Context: an optimization exercise on an open-source flow, tuned for small area, a short achievable clock period and few clock cycles. The choices shown serve that exercise and are no tape-out recipe. RTL that was checked went through simulation tests only; none was proved equivalent to the original.

// rsa_encrypt
module rsa_encrypt(input clk, reset_n, compute,
                   input [31:0] M, e, n,
                   output logic [31:0] C,
                   output logic encrypt_done);
  logic        busy, first, init, keep, trv, mul, yb, ec;
  logic        sa, sx, zx;    
  logic        nz;            
  logic [4:0]  i;             
  logic [3:0]  j;             
  logic [15:0] acc, X;
  function automatic [1:0] lod4(input [3:0] v);
    lod4 = v[3] ? 2'd3 : v[2] ? 2'd2 : v[1] ? 2'd1 : 2'd0;
  endfunction
  function automatic [4:0] msb32(input [31:0] v);
    logic [7:0] nz;
    logic [1:0] hi;
    logic [1:0] lo;
    logic [3:0] q;
    for (int k = 0; k < 8; k++) nz[k] = |v[4*k +: 4];
    hi = lod4({|nz[7:6], |nz[5:4], |nz[3:2], |nz[1:0]});
    lo = nz[2*hi+1] ? 2'd1 : 2'd0;
    q = v[4*(2*hi+lo) +: 4];
    msb32 = {hi, lo[0], lod4(q)};
  endfunction
  function automatic [3:0] msb16(input [15:0] v);
    logic [3:0] nz;
    logic [1:0] hi;
    for (int k = 0; k < 4; k++) nz[k] = |v[4*k +: 4];
    hi = lod4(nz);
    msb16 = {hi, lod4(v[4*hi +: 4])};
  endfunction
  function automatic below16(input [15:0] v);
    below16 = 1'b0;
    for (int k = 0; k < 15; k++) if (v[k+1]) below16 = v[k];
  endfunction
  function automatic below2_16(input [15:0] v);
    below2_16 = 1'b0;
    for (int k = 0; k < 14; k++) if (v[k+2]) below2_16 = v[k];
  endfunction
  wire [15:0] nb = nz ? n[15:0] : 16'd0;
  wire [18:0] xa = zx ? 19'd0 : {2'b0, acc, 1'b0};
  wire [18:0] xb = {3'b0, ({16{sa}} & acc) | ({16{sx}} & X)};
  wire [18:0] z1 = ~{3'b0, nb};
  wire [18:0] z2 = ~{2'b0, nb, 1'b0};
  wire [18:0] s1 = xa ^ xb ^ z1;
  wire [18:0] c1 = {(xa[17:0] & xb[17:0]) | (xa[17:0] & z1[17:0]) | (xb[17:0] & z1[17:0]), 1'b1};
  wire [18:0] s2 = xa ^ xb ^ z2;
  wire [18:0] c2 = {(xa[17:0] & xb[17:0]) | (xa[17:0] & z2[17:0]) | (xb[17:0] & z2[17:0]), 1'b1};
  wire [18:0] t0 = xa + xb;
  wire [18:0] t1 = s1 + c1;    
  wire [18:0] t2 = s2 + c2;    
  wire [15:0] acc_n = !t2[18] ? t2[15:0] : (!t1[18] ? t1[15:0] : t0[15:0]);
  wire [15:0] Y   = mul ? M[15:0] : X;    
  wire y01  = acc[15:1] == 15'd0;         
  wire m2   = M[15:2] == 14'd0;           
  wire bm   = below16(M[15:0]);           
  wire fin  = first ? (mul && m2) : (j == 4'd0);
  wire more = !mul && ec;                 
  wire adv  = fin && !more;               
  ...
clock: 5.0 ns
lec_check: 0
cap_margin: 20
cell_pad_in_sites_detail_placement: 0
cell_pad_in_sites_global_placement: 0
core_margin: 2
core_utilization: 40
cts_buf_list: sky130_fd_sc_hd__clkbuf_8
place_density: 0.6
setup_slack_margin: 1.5
slew_margin: 20
standard.sh (not shown) runs the stock make flow with config.mk's settings and CLKGATE_MAP_FILE= SYNTH_SCRIPT=/design/flow/synth_recipe.tcl, a recipe that flattens the netlist after the stock synthesis.
==> flow/flow/run.sh <==
#!/bin/bash
# The standard layout, with the port buffers made from the smallest buffer
# cell instead of the delay cell buffer_ports picks by default.
set -euo pipefail
export BUFFER_PORTS_ARGS="-buffer_cell sky130_fd_sc_hd__buf_1"
bash standard.sh > standard_flow.log 2>&1
Testbench counts at the start, summed over its fixed seeds: cycles 5,140.
Edit:
CELL_PAD_IN_SITES_DETAIL_PLACEMENT = default   (was 0)
CELL_PAD_IN_SITES_GLOBAL_PLACEMENT = default   (was 0)
GPL_ROUTABILITY_DRIVEN = 0   (was default)
After rerunning: The new run ran to the end with no violations. Routed wire length does not change. Synthesized cell count does not change. Final cell count stays the same.
Edit:
GPL_ROUTABILITY_DRIVEN = default   (was 0)
Outcome: Non-clock buffer count stays the same; core utilization is unchanged; setup slack does not change.

---

The RTL this note starts from:
==> flow/design.v <==
module rsa_encrypt(input clk, reset_n, compute,
                   input [31:0] M, e, n,
                   output logic [31:0] C,
                   output logic encrypt_done);
  logic        busy, first, keep, mul, yb, ec;
  logic [4:0]  i;       
  logic [3:0]  j;       
  logic [15:0] acc, X, nr;
  function automatic [4:0] msb32(input [31:0] v);
    msb32 = 5'd0;
    for (int k = 1; k < 32; k++) if (v[k]) msb32 = k[4:0];
  endfunction
  function automatic [3:0] msb16(input [15:0] v);
    msb16 = 4'd0;
    for (int k = 1; k < 16; k++) if (v[k]) msb16 = k[3:0];
  endfunction
  function automatic below16(input [15:0] v);
    below16 = 1'b0;
    for (int k = 0; k < 15; k++) if (v[k+1]) below16 = v[k];
  endfunction
  always_ff @(posedge clk) nr <= n[15:0];
  wire [15:0] Y = mul ? M[15:0] : X;
  wire [18:0] x  = first ? 19'd0 : {2'b0, acc, 1'b0};
  wire [18:0] y  = (first | yb) ? {3'b0, X} : 19'd0;
  wire [18:0] z1 = ~{3'b0, nr};
  wire [18:0] z2 = ~{2'b0, nr, 1'b0};
  wire [18:0] s1 = x ^ y ^ z1;
  wire [18:0] c1 = {(x[17:0] & y[17:0]) | (x[17:0] & z1[17:0]) | (y[17:0] & z1[17:0]), 1'b1};
  wire [18:0] s2 = x ^ y ^ z2;
  wire [18:0] c2 = {(x[17:0] & y[17:0]) | (x[17:0] & z2[17:0]) | (y[17:0] & z2[17:0]), 1'b1};
  wire [18:0] t0 = x + y;
  wire [18:0] t1 = s1 + c1;    
  wire [18:0] t2 = s2 + c2;    
  wire [15:0] acc_n = !t2[18] ? t2[15:0] : (!t1[18] ? t1[15:0] : t0[15:0]);
  wire y01  = Y[15:1] == 15'd0;           
  wire fin  = !first && j == 4'd0;
  wire more = !mul && ec;                 
  wire adv  = fin && !more;               
  wire triv = (e[31:1] == 31'd0) || (M[15:1] == 15'd0);    
  always_ff @(posedge clk, negedge reset_n) begin
    if (!reset_n) begin
      busy <= 1'b0;
      encrypt_done <= 1'b0;
    end else if (busy) begin
      if (adv && i == 5'd0) begin
        busy <= 1'b0;
        encrypt_done <= 1'b1;
      end
    end else if (encrypt_done) begin
      if (!compute) encrypt_done <= 1'b0;
    end else if (compute) begin
      if (triv) encrypt_done <= 1'b1;
      else busy <= 1'b1;
    end
  end
  always_ff @(posedge clk) begin
    acc <= acc_n;
    ec <= e[i];
    if (busy) begin
      if (first) begin
        first <= 1'b0;
        keep <= y01;
        j <= y01 ? 4'd0 : msb16({1'b0, Y[15:1]});
        yb <= below16(Y);
      end else begin
        j <= j - 4'd1;
        yb <= Y[j - 4'd1];
      end
      if (fin) begin
        if (!keep) X <= acc_n;
        first <= 1'b1;
        mul <= more;
        if (adv) i <= i - 5'd1;
      end
    end else if (!encrypt_done) begin
      X <= M[15:0];
      first <= 1'b1;
      mul <= 1'b0;
      i <= msb32({1'b0, e[31:1]});
    end
  end
  assign C = {16'd0, X};
endmodule
export LEC_CHECK = 0
export ABC_CLOCK_PERIOD_IN_PS = 2500
export CAP_MARGIN = 20
export CORE_MARGIN = 2
export CORE_UTILIZATION = 40
export PLACE_DENSITY = 0.6
export SETUP_SLACK_MARGIN = 2.2
export SLEW_MARGIN = 20
create_clock -name core_clock -period 5.0 [get_ports {clk}]
run.sh (not shown) runs the stock make flow with config.mk's settings and CLKGATE_MAP_FILE= SYNTH_SCRIPT=/design/flow/synth_recipe.tcl, a recipe that flattens the netlist after the stock synthesis.
Stock flow here: none of the scripts above is used.
==> next run, changes <==
- ABC_CLOCK_PERIOD_IN_PS: 2500 -> 3000
- SETUP_SLACK_MARGIN: 2.2 -> 1.5
Routed wire length climbs by 0.66%.
Setup slack got worse by 9.3 ps.
Synthesized area stays the same.
Via count climbs by 0.60%.
Synthesized cell count stays the same.
No run of this note included a check of the RTL's function; only the layout flow was run.

-- re-timing with driven ports --
The flow's constraints put no driver on any port. The routed layouts listed below were extracted and timed again, unchanged, in two steps. Step 1: set_driving_cell puts a clkbuf_16 on clk and a buf_2 on each other input, an assumption about the parent block. Step 2 moves the port delays by t, midway between the first and last clock arrival at a register: inputs arrive t later, outputs are due t later. That takes back most of the time a late clock gives input paths. a / b / c = no drivers / after step 1 / after step 2; a / b = the first two.
| run | shift t [ns] | slack for setup (ns) | hold slack, ns |
|---|---|---|---|
| the first run of note 1 | 0.355 | 1.567 / 1.575 / 1.220 | 0.427 / 0.417 / 0.570 |
| the second run of note 1 | 0.355 | 1.567 / 1.575 / 1.220 | 0.427 / 0.417 / 0.570 |
| the third run of note 1 | 0.355 | 1.567 / 1.575 / 1.220 | 0.427 / 0.417 / 0.570 |
| the first run of note 2 | 0.387 | 1.005 / 1.005 / 1.005 | 0.598 / 0.598 / 0.598 |
| the second run of note 2 | 0.382 | 0.996 / 0.996 / 0.996 | 0.585 / 0.585 / 0.585 |
After both steps every run listed still meets setup and hold.
